Context: an optimization exercise on an open-source flow, tuned for a short achievable clock period and few clock cycles. The choices shown serve that exercise and are no tape-out recipe.
Function was checked by simulation only, so behaviour that the tests miss may differ from the original.
No activity file was given, so power comes from the tool's default toggle rates.

==> design/flow/flow/run.sh <==
#!/bin/bash
# The standard layout, with timing repair aimed well below the clock period:
# the design's clock is far longer than the design's paths, so the standard
# repair would leave them as synthesis made them. The constraints (SDC) are
# the standard flow's own and are not changed.
set -euo pipefail
bash standard.sh SETUP_SLACK_MARGIN=34 TNS_END_PERCENT=100 finish > standard_flow.log 2>&1
==> design/flow/standard.sh <==
#!/bin/bash
# synth_recipe.tcl (not shown) runs the flow's synth.tcl, then flattens the netlist and writes it again
# the make line also repeats each setting of config.mk as NAME=value (left out here)
make -C /OpenROAD-flow-scripts/flow DESIGN_CONFIG=/design/flow/config.mk WORK_HOME=/design/flow/orfs CLKGATE_MAP_FILE= SYNTH_SCRIPT=/design/flow/synth_recipe.tcl "${@:-finish}"
==> design/flow/config.mk <==
export PLATFORM = sky130hd
export DESIGN_NAME = cpu0
export DESIGN_NICKNAME = cpu0
export VERILOG_FILES = /design/flow/design.v
export SDC_FILE = /design/flow/constraint.sdc
export NUM_CORES = 4
export LEC_CHECK = 0
export CAP_MARGIN = 20
export CORE_MARGIN = 2
export CORE_UTILIZATION = 40
export SLEW_MARGIN = 20
==> design/flow/constraint.sdc <==
create_clock -name core_clock -period 44.0 [get_ports {clk}]
set_input_delay 8.8000 -clock core_clock [delete_from_list [all_inputs] [get_ports {clk}]]
set_output_delay 8.8000 -clock core_clock [all_outputs]
set_load 0.01 [all_outputs]
==> design/flow/design.v <==
module ksadd #(parameter integer W = 16) (
        input wire [W-1:0] a,
        input wire [W-1:0] b,
        input wire cin,
        output reg [W-1:0] s,
        output reg co
    );
    reg [W-1:0] g, p, p0, gn, pn;
    integer i, d;
    always @(*) begin
        p0 = a ^ b;
        g = a & b;
        p = p0;
        g[0] = g[0] | (p0[0] & cin);
        for (d = 1; d < W; d = d * 2) begin
            gn = g;
            pn = p;
            for (i = d; i < W; i = i + 1) begin
                gn[i] = g[i] | (p[i] & g[i - d]);
                pn[i] = p[i] & p[i - d];
            end
            g = gn;
            p = pn;
        end
        s = p0 ^ {g[W-2:0], cin};
        co = g[W-1];
    end
endmodule
module cpu0(
        input wire reset,
        input wire clk,
        output reg wr,
        input wire [15:0] data_in,
        output wire [15:0] data_out,
        output wire [15:0] address_bus
    );
    localparam integer AW = 6;         
    localparam integer NB = 1 << AW;   
    localparam integer LEAD = 52;      
    localparam [4:0] A_ADD = 5'h00, A_SUB = 5'h01, A_AND = 5'h02, A_CMP = 5'h03,
                     A_XOR = 5'h04, A_TEST = 5'h05, A_OR = 5'h06, A_MOV = 5'h07,
                     A_DEC = 5'h08, A_INC = 5'h09, A_SHL = 5'h0A, A_SHR = 5'h0B,
                     A_ADC = 5'h0C, A_SBB = 5'h0D, A_NOT = 5'h0E, A_DIV = 5'h0F,
                     A_MUL = 5'h10, A_ROL = 5'h11, A_ROR = 5'h12, A_SAR = 5'h13,
                     A_RBIT = 5'h14, A_REV = 5'h15;
    reg [15:0] vend;     
    reg [AW:0] vcnt;     
    reg [15:0] ar;       
    reg [15:0] ao;       
    reg        acc_f;    
    reg        acc_ld;   
    reg [3:0]  ld_dst;
    reg [15:0] dout;
    reg [15:0] sp;
    localparam integer SK = 8;
    reg [15:0] stk [0:SK-1];
    reg [SK-1:0] sv;
    reg        fc, fz, fs;
    reg [15:0] pc_f;     
    reg        xv;       
    reg [7:0]  xop;
    reg [3:0]  xdr, xsr;
    reg [15:0] xw1, xw2;
    reg [4:0]  xac;      
    reg        xf_br, xf_st, xf_ld;
    reg [2:0]  xjc;      
    reg [3:0]  xry;      
    reg        xpt;      
    reg [15:0] xpc;      
    reg [15:0] lx_pc;
    reg        lx_v;
    reg [15:0] xtgt;     
    reg [15:0] xnpc;     
    reg [15:0] buff [0:NB-1];
    reg [15:0] rf [0:15];
    reg [15:0] rv;       
    reg [3:0]  busy;     
    reg        bmul;
    reg [3:0]  bdst;
    reg        bfl;      
    localparam integer DS = 2;         
    localparam integer DC = (8 + DS - 1) / DS;    
    localparam integer DQW = 2 * DS * DC;        
    reg [DQW-1:0] dq;    
    reg [15:0] drem;
    reg [15:0] dd;       
    reg [17:0] dd3;      
    assign address_bus = ao;
    assign data_out = dout;
    wire [AW-3:0] brow = pc_f[AW-1:2];
    wire [AW-3:0] brow1 = brow + 1'b1;
    wire [15:0] bank_o [0:3];
    genvar gb;
    generate
        for (gb = 0; gb < 4; gb = gb + 1) begin : bank
            wire [AW-3:0] row = (gb < pc_f[1:0]) ? brow1 : brow;
            assign bank_o[gb] = buff[{row, gb[1:0]}];
        end
    endgenerate
    wire [1:0] b0 = pc_f[1:0];
    wire [1:0] b1 = pc_f[1:0] + 2'd1;
    wire [1:0] b2 = pc_f[1:0] + 2'd2;
    wire [15:0] w0 = bank_o[b0];
    wire [15:0] w1 = bank_o[b1];
    wire [15:0] w2 = bank_o[b2];
    wire [15:0] d0;      
    wire        d0_c;
    ksadd #(16) u_d0 (.a(vend), .b(~pc_f), .cin(1'b1), .s(d0), .co(d0_c));
    wire pc_in = (d0[15:AW+1] == 0) && (d0[AW:0] != 0) && (d0[AW:0] <= vcnt);
    wire has2 = (d0[AW:0] >= 2);
    wire has3 = (d0[AW:0] >= 3);
    wire [AW:0] back = vcnt - d0[AW:0];      
    wire [7:0] op  = w0[15:8];
    wire [7:0] op1 = w1[15:8];
    wire [7:0] op2 = w2[15:8];
    wire f_jr   = (op[7:3] == 5'b01000);
    wire f_jmpa = (op == 8'h80);
    wire f_mvrd = (op == 8'h81);
    wire f_imm  = (op >= 8'h81) && (op <= 8'h93) && (op != 8'h82) && (op != 8'h83) &&
                  (op != 8'h84) && (op != 8'h85);
    wire f_adddd = (op == 8'hC0);
    wire f_two  = f_imm || f_jmpa;
    wire fb = (op[7:1] == 7'b0000100) && (op1[7:3] == 5'b01000) &&
              (op1[2] || op1[1:0] == 2'b00) && has2;
    wire fst = f_mvrd && (op2 == 8'h83) && (w2[7:4] == w0[7:4]) && has3;
    wire fld = f_mvrd && (op2 == 8'h82) && (w2[3:0] == w0[7:4]) && has3;
    wire f_avail = pc_in && (f_adddd ? has3 : f_two ? has2 : 1'b1);
    reg [4:0] f_ac;
    always @(*) begin
        case (op)
            8'h86: f_ac = A_ROL;
            8'h87: f_ac = A_ROR;
            8'h88: f_ac = A_SHL;
            8'h89: f_ac = A_SHR;
            8'h8A: f_ac = A_SAR;
            8'h8B: f_ac = A_ADD;
            8'h8C: f_ac = A_SUB;
            8'h8D: f_ac = A_AND;
            8'h8E: f_ac = A_CMP;
            8'h8F: f_ac = A_XOR;
            8'h90: f_ac = A_TEST;
            8'h91: f_ac = A_OR;
            8'h92: f_ac = A_ADC;
            8'h93: f_ac = A_SBB;
            8'hC0: f_ac = A_ADD;
            8'h81: f_ac = A_MOV;
            default: f_ac = op[4:0];
        endcase
    end
    wire [7:0]  joff = fb ? w1[7:0] : w0[7:0];
    wire [2:0]  jc   = fb ? op1[2:0] : op[2:0];
    wire [15:0] pc1, pc2, pc3, jt1, jt2;
    wire        pc1_c, pc2_c, pc3_c, jt1_c, jt2_c;
    ksadd #(16) u_pc1 (.a(pc_f), .b(16'd1), .cin(1'b0), .s(pc1), .co(pc1_c));
    ksadd #(16) u_pc2 (.a(pc_f), .b(16'd2), .cin(1'b0), .s(pc2), .co(pc2_c));
    ksadd #(16) u_pc3 (.a(pc_f), .b(16'd3), .cin(1'b0), .s(pc3), .co(pc3_c));
    ksadd #(16) u_jt1 (.a(pc_f), .b({{8{w0[7]}}, w0[7:0]}), .cin(1'b1), .s(jt1), .co(jt1_c));
    ksadd #(16) u_jt2 (.a(pc2), .b({{8{w1[7]}}, w1[7:0]}), .cin(1'b0), .s(jt2), .co(jt2_c));
    wire [15:0] jr_tgt = fb ? jt2 : jt1;
    wire [15:0] f_npc = (f_adddd || fst || fld) ? pc3 : (f_two || fb) ? pc2 : pc1;
    wire [15:0] f_tgt = f_jmpa ? w1 : jr_tgt;
    wire [8:0]  jback = {1'b0, ~joff} - (fb ? 9'd1 : 9'd0);   
    wire [8:0]  jfwd  = {1'b0, joff} + (fb ? 9'd2 : 9'd1);
    wire jr_in = joff[7] ? (jback[8] || (jback[7:0] <= back)) : (jfwd <= d0[AW:0]);
    wire [15:0] djm;
    wire        djm_c;
    ksadd #(16) u_djm (.a(vend), .b(~w1), .cin(1'b1), .s(djm), .co(djm_c));
    wire jmpa_in = (djm[15:AW+1] == 0) && (djm[AW:0] <= vcnt);
    wire f_lx = lx_v && (pc_f == lx_pc);
    wire f_pt = f_jmpa ? jmpa_in :
                f_lx ? 1'b0 :
                ((f_jr || fb) && (jc == 3'b000 || joff[7])) ? jr_in : 1'b0;
    wire [15:0] rda = rf[xdr];
    wire [15:0] rdb = rf[xsr];
    wire [15:0] rdc = rf[xry];
    wire e_alu_g = (xop[7:5] == 3'b000);
    wire is_div  = e_alu_g && (xop[4:0] == A_DIV);
    wire is_mul  = e_alu_g && (xop[4:0] == A_MUL);
    wire is_jr   = (xop[7:3] == 5'b01000);
    wire is_clc  = (xop == 8'h78);
    wire is_stc  = (xop == 8'h7A);
    wire is_jmpa = (xop == 8'h80);
    wire is_mvrd = (xop == 8'h81);
    wire is_ldrr = (xop == 8'h82);
    wire is_strr = (xop == 8'h83);
    wire is_push = (xop == 8'h84);
    wire is_pop  = (xop == 8'h85);
    wire is_immalu = (xop >= 8'h86) && (xop <= 8'h93);
    wire is_adddd = (xop == 8'hC0);
    wire is_imm = is_mvrd || is_immalu;
    wire md_on = (busy != 4'd0);
    wire chk_dr = !(is_jr || is_clc || is_stc || is_jmpa);
    wire chk_sr = chk_dr && !is_adddd && !is_imm;
    wire reads_fl = is_jr && (xjc[1] || xjc[0]);
    wire hz_md = md_on && ((chk_dr && xdr == bdst) || (chk_sr && xsr == bdst) ||
                           (bfl && reads_fl) || is_div || is_mul ||
                           (xf_st && xry == bdst) || (xf_ld && xry == bdst));
    wire hz_ld = acc_ld && ((chk_dr && xdr == ld_dst) || (chk_sr && xsr == ld_dst) ||
                            (xf_st && xry == ld_dst));
    wire go = xv && !hz_md && !hz_ld;
    wire [15:0] A = is_adddd ? xw1 : rda;
    wire [15:0] B = is_adddd ? xw2 : is_imm ? xw1 : rdb;
    wire [4:0] acode = xac;
    wire incdec = (acode == A_DEC) || (acode == A_INC);
    wire [15:0] Bx = incdec ? 16'h0000 : B;
    wire ci = incdec ? 1'b1 : ((acode == A_ADC) || (acode == A_SBB)) ? fc : 1'b0;
    wire [15:0] sum, dif, cmpd;
    wire        sum_c, dif_c, geq;
    ksadd #(16) u_sum (.a(A), .b(Bx), .cin(ci), .s(sum), .co(sum_c));
    ksadd #(16) u_dif (.a(A), .b(~Bx), .cin(~ci), .s(dif), .co(dif_c));
    ksadd #(16) u_cmp (.a(A), .b(~Bx), .cin(1'b1), .s(cmpd), .co(geq));
    wire c_add = sum_c & ~((&A) & ci);
    wire c_sub = ~geq;
    wire [3:0] sh = B[3:0];
    wire [15:0] shl = A << sh;
    wire [15:0] shr = A >> sh;
    wire [31:0] sar2 = {{16{A[15]}}, A} >> sh;
    wire [31:0] rol2 = {A, A} << sh;
    wire [31:0] ror2 = {A, A} >> sh;
    reg  [15:0] rbit;
    integer k;
    always @(*) for (k = 0; k < 16; k = k + 1) rbit[k] = A[15 - k];
    reg [15:0] alu_r;
    reg        alu_c;
    always @(*) begin
        alu_c = 1'b0;
        case (acode)
            A_ADD, A_INC, A_ADC: begin alu_r = sum[15:0]; alu_c = c_add; end
            A_SUB, A_CMP, A_DEC, A_SBB: begin alu_r = dif; alu_c = c_sub; end
            A_AND, A_TEST: alu_r = A & B;
            A_XOR: alu_r = A ^ B;
            A_OR:  alu_r = A | B;
            A_MOV: alu_r = B;
            A_SHL: begin alu_r = shl; alu_c = A[15]; end
            A_SHR: begin alu_r = shr; alu_c = A[0]; end
            A_SAR: begin alu_r = sar2[15:0]; alu_c = A[0]; end
            A_NOT: alu_r = ~A;
            A_ROL: alu_r = rol2[31:16];
            A_ROR: alu_r = ror2[15:0];
            A_RBIT: alu_r = rbit;
            A_REV: alu_r = {A[7:0], A[15:8]};
            default: alu_r = 16'h0000;
        endcase
    end
    wire alu_ins = (e_alu_g && !is_div && !is_mul) || is_imm || is_adddd;
    wire alu_wf = alu_ins && !is_mvrd && (xop != 8'h07);
    wire alu_wr = alu_ins && (acode != A_CMP) && (acode != A_TEST);
    wire [DQW-1:0] sq [0:DS];
    wire [15:0]    sr [0:DS];
    assign sq[0] = dq;
    assign sr[0] = drem;
    genvar gd;
    generate
        for (gd = 0; gd < DS; gd = gd + 1) begin : dstep
            wire [17:0] r4 = {sr[gd], sq[gd][DQW-1:DQW-2]};
            wire [17:0] s1, s2, s3;
            wire        ge1, ge2, ge3;
            ksadd #(18) u_s1 (.a(r4), .b(~{2'b00, dd}), .cin(1'b1), .s(s1), .co(ge1));
            ksadd #(18) u_s2 (.a(r4), .b(~{1'b0, dd, 1'b0}), .cin(1'b1), .s(s2), .co(ge2));
            ksadd #(18) u_s3 (.a(r4), .b(~dd3), .cin(1'b1), .s(s3), .co(ge3));
            assign sr[gd + 1] = ge3 ? s3[15:0] : ge2 ? s2[15:0] : ge1 ? s1[15:0] : r4[15:0];
            assign sq[gd + 1] = {sq[gd][DQW-3:0], ge2, ge3 | (ge1 & ~ge2)};
        end
    endgenerate
    wire [DQW-1:0] nq = sq[DS];
    wire [15:0]    nrem = sr[DS];
    wire [17:0] dd3_n;
    wire        dd3_c;
    ksadd #(18) u_dd3 (.a({2'b00, rdb}), .b({1'b0, rdb, 1'b0}), .cin(1'b0), .s(dd3_n), .co(dd3_c));
    wire [15:0] prod = dq[15:0] * dd;
    wire [15:0] md_res = bmul ? prod : nq[15:0];
    wire md_done = (busy == 4'd1);
    wire fz_new = (xop[0] ? (rda == 16'hFFFF) : (rda == 16'h0001));
    reg taken;
    always @(*) begin
        case (xjc)
            3'b000: taken = 1'b1;
            3'b100: taken = xf_br ? 1'b0 : fc;
            3'b101: taken = xf_br ? 1'b1 : ~fc;
            3'b110: taken = xf_br ? fz_new : fz;
            3'b111: taken = xf_br ? ~fz_new : ~fz;
            3'b001: taken = fs;
            3'b011: taken = ~fs;
            default: taken = 1'b0;
        endcase
    end
    wire e_isbr = is_jmpa || is_jr || xf_br;
    wire e_taken = is_jmpa || taken;
    wire mispred = go && e_isbr && (e_taken != xpt);
    wire lx_next = (xop[0] ? (rda == 16'hFFFE) : (rda == 16'h0002));
    wire [15:0] rtgt = e_taken ? xtgt : xnpc;
    wire [15:0] vend_a;
    wire        vend_a_c;
    ksadd #(16) u_va (.a(vend), .b(16'd0), .cin(acc_f), .s(vend_a), .co(vend_a_c));
    wire [AW:0] vcnt_a = (acc_f && vcnt != NB) ? vcnt + 1'b1 : vcnt;
    wire [15:0] dt_t, dt_n;
    wire        dt_t_c, dt_n_c;
    ksadd #(16) u_dtt (.a(vend_a), .b(~xtgt), .cin(1'b1), .s(dt_t), .co(dt_t_c));
    ksadd #(16) u_dtn (.a(vend_a), .b(~xnpc), .cin(1'b1), .s(dt_n), .co(dt_n_c));
    wire t_in = (dt_t[15:AW+1] == 0) && (dt_t[AW:0] <= vcnt_a);
    wire n_in = (dt_n[15:AW+1] == 0) && (dt_n[AW:0] <= vcnt_a);
    wire f_lost = !pc_in && (d0 != 16'd0);
    wire flush = (mispred && !(e_taken ? t_in : n_in)) || (f_lost && !mispred);
    wire [15:0] vend_n = flush ? (mispred ? rtgt : pc_f) : vend_a;
    wire [15:0] lead;
    wire        lead_c;
    ksadd #(16) u_lead (.a(vend_n), .b(~pc_f), .cin(1'b1), .s(lead), .co(lead_c));
    wire pop_hit = is_pop && sv[0];
    wire mem_ld = go && (is_ldrr || (is_pop && !pop_hit) || xf_ld);
    wire mem_st = go && (is_strr || is_push || xf_st);
    wire [15:0] sp_dec = sp - 16'd1;
    wire do_f = flush || (lead < LEAD);
    reg [15:0] ar_n;
    always @(*) begin
        if (mem_ld) ar_n = xf_ld ? xw1 : is_pop ? sp : rdb;
        else if (mem_st) ar_n = xf_st ? xw1 : is_push ? sp_dec : rda;
        else if (do_f) ar_n = vend_n;
        else ar_n = ar;
    end
    always @(posedge clk) ao <= ar_n;
    wire fire = f_avail && (!xv || go) && !mispred;
    wire rf_we = go && (alu_wr || pop_hit);
    wire [15:0] wdat = pop_hit ? stk[0] : alu_r;
    wire [15:0] st_a = xf_st ? xw1 : rda;
    wire [15:0] st_d;
    wire        st_d_c;
    ksadd #(16) u_std (.a(st_a), .b(~sp), .cin(1'b1), .s(st_d), .co(st_d_c));
    wire st_stk = go && (is_strr || xf_st) && (st_d < SK);
    genvar g;
    generate
        for (g = 0; g < 16; g = g + 1) begin : regs
            reg [15:0] q;
            wire w_ld = acc_ld && ld_dst == g;
            wire w_md = md_done && bdst == g;
            wire w_alu = rf_we && xdr == g;
            always @(posedge clk) begin
                if (w_ld) q <= data_in;
                else if (w_md) q <= md_res;
                else if (w_alu) q <= wdat;
            end
            always @(posedge clk or negedge reset) begin
                if (!reset) rv[g] <= 1'b0;
                else if (w_ld || w_md || w_alu) rv[g] <= 1'b1;
            end
            always @(*) rf[g] = rv[g] ? q : 16'h0000;
        end
        for (g = 0; g < NB; g = g + 1) begin : bufw
            reg [15:0] q;
            always @(posedge clk) begin
                if (acc_f && ar[AW-1:0] == g) q <= data_in;
            end
            always @(*) buff[g] = q;
        end
    endgenerate
    always @(posedge clk or negedge reset) begin
        if (!reset) begin
            pc_f <= 16'h0000;
            xv <= 1'b0;
            vend <= 16'h0000;
            vcnt <= 0;
            ar <= 16'h0000;
            acc_f <= 1'b0;
            acc_ld <= 1'b0;
            wr <= 1'b1;
            sp <= 16'h03FF;
            fc <= 1'b0; fz <= 1'b0; fs <= 1'b0;
            busy <= 4'd0; bfl <= 1'b0;
            sv <= 0;
            lx_v <= 1'b0;
        end else begin
            if (go && xf_br && xjc == 3'b111) begin
                lx_v <= lx_next;
            end
            if (mispred) begin
                pc_f <= rtgt;
                xv <= 1'b0;
            end else if (fire) begin
                pc_f <= f_pt ? f_tgt : f_npc;
                xv <= 1'b1;
            end else if (go) begin
                xv <= 1'b0;
            end
            vend <= vend_n;
            vcnt <= flush ? 0 : vcnt_a;
            wr <= 1'b1;
            acc_ld <= 1'b0;
            acc_f <= 1'b0;
            ar <= ar_n;
            if (mem_ld) begin
                acc_ld <= 1'b1;
            end else if (mem_st) begin
                wr <= 1'b0;
            end else if (do_f) begin
                acc_f <= 1'b1;
            end
            if (go && is_push) sp <= sp_dec;
            if (go && is_pop) sp <= sp + 16'd1;
            if (go && is_push) sv <= {sv[SK-2:0], 1'b1};
            else if (go && is_pop) sv <= {1'b0, sv[SK-1:1]};
            else if (st_stk) sv <= 0;
            if (go && alu_wf) begin
                fc <= alu_c; fz <= (alu_r == 16'h0000); fs <= alu_r[15];
            end else if (go && is_clc) begin
                fc <= 1'b0;
            end else if (go && is_stc) begin
                fc <= 1'b1;
            end else if (go && (is_div || is_mul)) begin
                fc <= 1'b0;
            end
            if (md_done && bfl && !(go && alu_wf)) begin
                fz <= (md_res == 16'h0000); fs <= md_res[15];
            end
            if (md_on) begin
                busy <= busy - 4'd1;
                if (go && alu_wf) bfl <= 1'b0;
            end else if (go && (is_div || is_mul)) begin
                bfl <= 1'b1;
                busy <= is_mul ? 4'd1 : DC;
            end
        end
    end
    integer si;
    always @(posedge clk) begin
        if (fire) begin
            xop <= op; xdr <= w0[7:4]; xsr <= w0[3:0];
            xw1 <= w1; xw2 <= w2;
            xac <= f_ac;
            xf_br <= fb; xf_st <= fst; xf_ld <= fld;
            xjc <= jc;
            xry <= fst ? w2[3:0] : w2[7:4];
            xpt <= f_pt;
            xpc <= pc_f;
            xtgt <= f_tgt;
            xnpc <= f_npc;
        end
        if (go && xf_br && xjc == 3'b111) lx_pc <= xpc;
        if (mem_ld) ld_dst <= xf_ld ? xry : xdr;
        dout <= !xf_st ? rdb : (xry == xdr) ? xw1 : rdc;
        if (go && is_push) begin
            stk[0] <= rdb;
            for (si = 1; si < SK; si = si + 1) stk[si] <= stk[si - 1];
        end else if (go && is_pop) begin
            for (si = 0; si < SK - 1; si = si + 1) stk[si] <= stk[si + 1];
        end
        if (md_on) begin
            if (!bmul) begin
                dq <= nq; drem <= nrem;
            end
        end else if (go && (is_div || is_mul)) begin
            dq <= rda; dd <= rdb; dd3 <= dd3_n; drem <= 16'h0000;
            bdst <= xdr;
            bmul <= is_mul;
        end
    end
endmodule
==> impl_metrics.toml <==
[sta]
drv_slew = 0
worstMarginPinSlew_ns = 1.286
timing.final.ws_setup_ns = 33.76
hold_viol = 0
final.setup.tns_ns = 0
fin_skew_ns = 0.1294
min_period_ns = 10.24
finalSetupViolations = 0
rsz0062_at_grt = "yes"
slew_headroom = 0.1426
finalCritPeriodShare = 0.2328
max_clock_freq_mhz = 97.62

[worst_setup_path]
cp_num_buf_inv = 1
arrival_ns = 1.44
crit_family = "flip-flops"
slowest_stage = "dfstp_2"
required_ns = 35.20
critPathKind = "reg2out"
start_kind = "flip-flop"
max_stage_delay_ns = 0.53
crit_fanout = 1
crit_chain = "buf_6"
end_kind = "output pin"

[finish]
layout-drive-gt1-share = 0.1068
fin_area_sq_um = 117300
final_nets = 11092
final_cell_mix = "edfxtp_1 (1610), nand2_1 (1458), nor2_1 (844)"
layout_commonest_cell = "edfxtp_1"
area_delta_synth_final_pct = 12.02

[die]
coreArea_sq_um = 259900
floorplan.initialDensity = 0.4030
fp.dieArea_sq_um = 266000
io_pins = 51
num_rows = 187
dieHeight_um = 515.7
dieWidth_um = 515.7

[grt]
grt.overflow.total = 0
grt_pass1_vias = 86470
grt_max_degree = 105
grtUsageTotal = 0.3316
grt_pass1_wl_um = 638000
antenna_found_initial = 20

[logic_synthesis]
synthesis.nets = 11105
seq_area_frac_synth = 0.4936
synth_cell_types = 112
ys_ff_latch = 1750
synth-edff-count = 1610
synth_top_area_frac = 0.4615
synth_area_leaders = "edfxtp_1 (46%), nand2_1 (5.3%), ha_1 (5.0%), a21oi_1 (3.6%), o21ai_0 (3.5%)"
async_reset_ff_frac = 0.06171
netlist_instances = 10575
netlist_area_sq_um = 104800
synth_warnings = 6
synth.avg_cell_area_sq_um = 9.906
synth_flop_cell = "edfxtp_1"
yosys.area.top_type = "edfxtp_1"

[placed_design]
place_area_sq_um = 110700
gp_congestion = 1.075
hpwl_um = 303900
place_ws_ns = 33.66
io_buffers = 50

[clock_network]
clkSlewWorstSetupHoldPaths_ns = 0.06
cts_buffers = 198
clockBufferDepth = 4
cts_tree = "yes"
ctsHtreeMaxLevel = 4
clk_latency_ns = 0.94
hold_buffers = 0
root_buffer = "clkbuf_16"
cts_sinks = 1750

[detailed_routing]
via_per_inst = 6.506
drt-pass1-iter-count = 7
antenna_left = 0
drc_errors = 0
vias = 92522
wire_per_inst_um = 32.00
dr.first_iter.drc_count = 13659
wl_um = 455100

[min_path]
hold_class = "reg2reg"

[status]
outcome = "no timing/DRC/antenna violations"

[pwr]
total_power_mw = 8.062
ir_drop_mv = 0.06012
power.leakage_nw = 42.27
power.density_nw_per_um2 = 68.70

[run]
drv_cap = 0
registers in the layout (all words and copies together), names as in the netlist, 17 cells and up:
register	cells
bufw.q	1024
regs.q	256
stk	128
dd3	17
metrics by stage:
step           utilization  instances  hold slack, ns
2_1_floorplan            -      10575          0.4003
3_3_place_gp        0.4256      13841          0.4014
3_5_place_dp        0.4258      13843          0.4054
4_1_cts             0.4501      14191          0.4148
5_1_grt             0.4513      14205          0.4183
6_report            0.4514      14220          0.4181
final cells by class:
class / instances / area, sq um
multi-input combinational: 7607 / 49160
tap: 3496 / 4374
clock inverter: 105 / 1121
sequential: 1750 / 51750
timing repair buffer: 487 / 3795
inverter: 518 / 1953
antenna: 16 / 40.04
clock buffer: 241 / 5159
fill: 24285 / 142600
path summary, 6_finish.rpt:
check / end / depth (start not counted) / from / slack (ns)
worst max-delay path: wr / 1 / wr / 33.76
worst min-delay path: lx_pc[10] / 0 / xpc[10] / 0.42
worst max register to register: ao[2] / 28 / xdr[1] / 34.21
worst min register to register: lx_pc[10] / 0 / xpc[10] / 0.42
max in group asynchronous: rv[12] / 2 / reset / 34.74
min in group asynchronous: xv / 1 / reset / 7.96
synthesized netlist by cell type (all sizes together), types with 101 or more instances:
library cell and instances:
edfxtp 1610, nand2 1472, nor2 891, o21ai 753, a21oi 750, clkbuf 578
inv 508, ha 416, o22ai 391, xnor2 224, mux2i 178, nand3 166
buf 122, a22oi 120, a31oi 109, nor3 109, o211ai 104, and2 103
a221oi 101
metal layers:
layer  vias up  GRT usage  wire (um)
li1      39331          -          -
met1     45268     0.4262     172600
met2      6388     0.4969     195800
met3      1527    0.09488      54500
met4         8     0.1926      32110
met5         -          0         53
kinds of logic (layout without fill, tap and decap cells):
group	after synthesis	count (layout)	share of synthesized area
fa+ha+maj	512	512	0.06803
flops	1750	1750	0.4936
mux	252	252	0.02722
compound gates	3231	3231	0.1998
other cells	0	16	0
buf+inv	1218	1351	0.04459
xor+xnor	309	309	0.02584
simple gates	3303	3303	0.1409
power by group:
| part | switching [mW] | leakage (nW) | total [mW] | internal (mW) |
|---|---|---|---|---|
| registers | 0.104 | 16.2 | 2.10 | 2.00 |
| logic | 2.91 | 23.1 | 4.30 | 1.39 |
| clock network | 0.709 | 3.03 | 1.66 | 0.950 |
| total | 3.72 | 42.3 | 8.06 | 4.34 |
repair_timing:
action | in CTS | in global routing
setup endpoints to repair | 70 | 133
setup buffers | 2 | 12
pin swaps | 1 | 2
resized for setup | 174 | 47
Testbench counts, summed over its fixed seeds: cycles 22,972.

what the ideal ports hide:
How much do the figures lean on ideal ports? The routed layout below was timed once more, with nothing changed but the port constraints.
Step 1 (the two cells are an assumption about what drives the block):
set clk [get_ports {clk}]
set_driving_cell -lib_cell sky130_fd_sc_hd__clkbuf_16 $clk
set_driving_cell -lib_cell sky130_fd_sc_hd__buf_2 [delete_from_list [all_inputs] $clk]
Step 2 moves the port delays by t, midway between the first and last clock arrival at a register: inputs arrive t later, outputs are due t later. That takes back most of the time a late clock gives input paths.
Slacks: ideal ports / drivers / drivers and shift; pairs: ideal ports / drivers.
shift t [ns]: 0.981
setup WS [ns]: 33.756 / 33.655 / 33.568
worst data-port slew with drivers (ns): 0.05
pins driven straight from the clock port: 1
After both steps this run still meets setup and hold. The setup slack of this run moves by -0.101 ns with the drivers and by -0.188 ns with both steps.
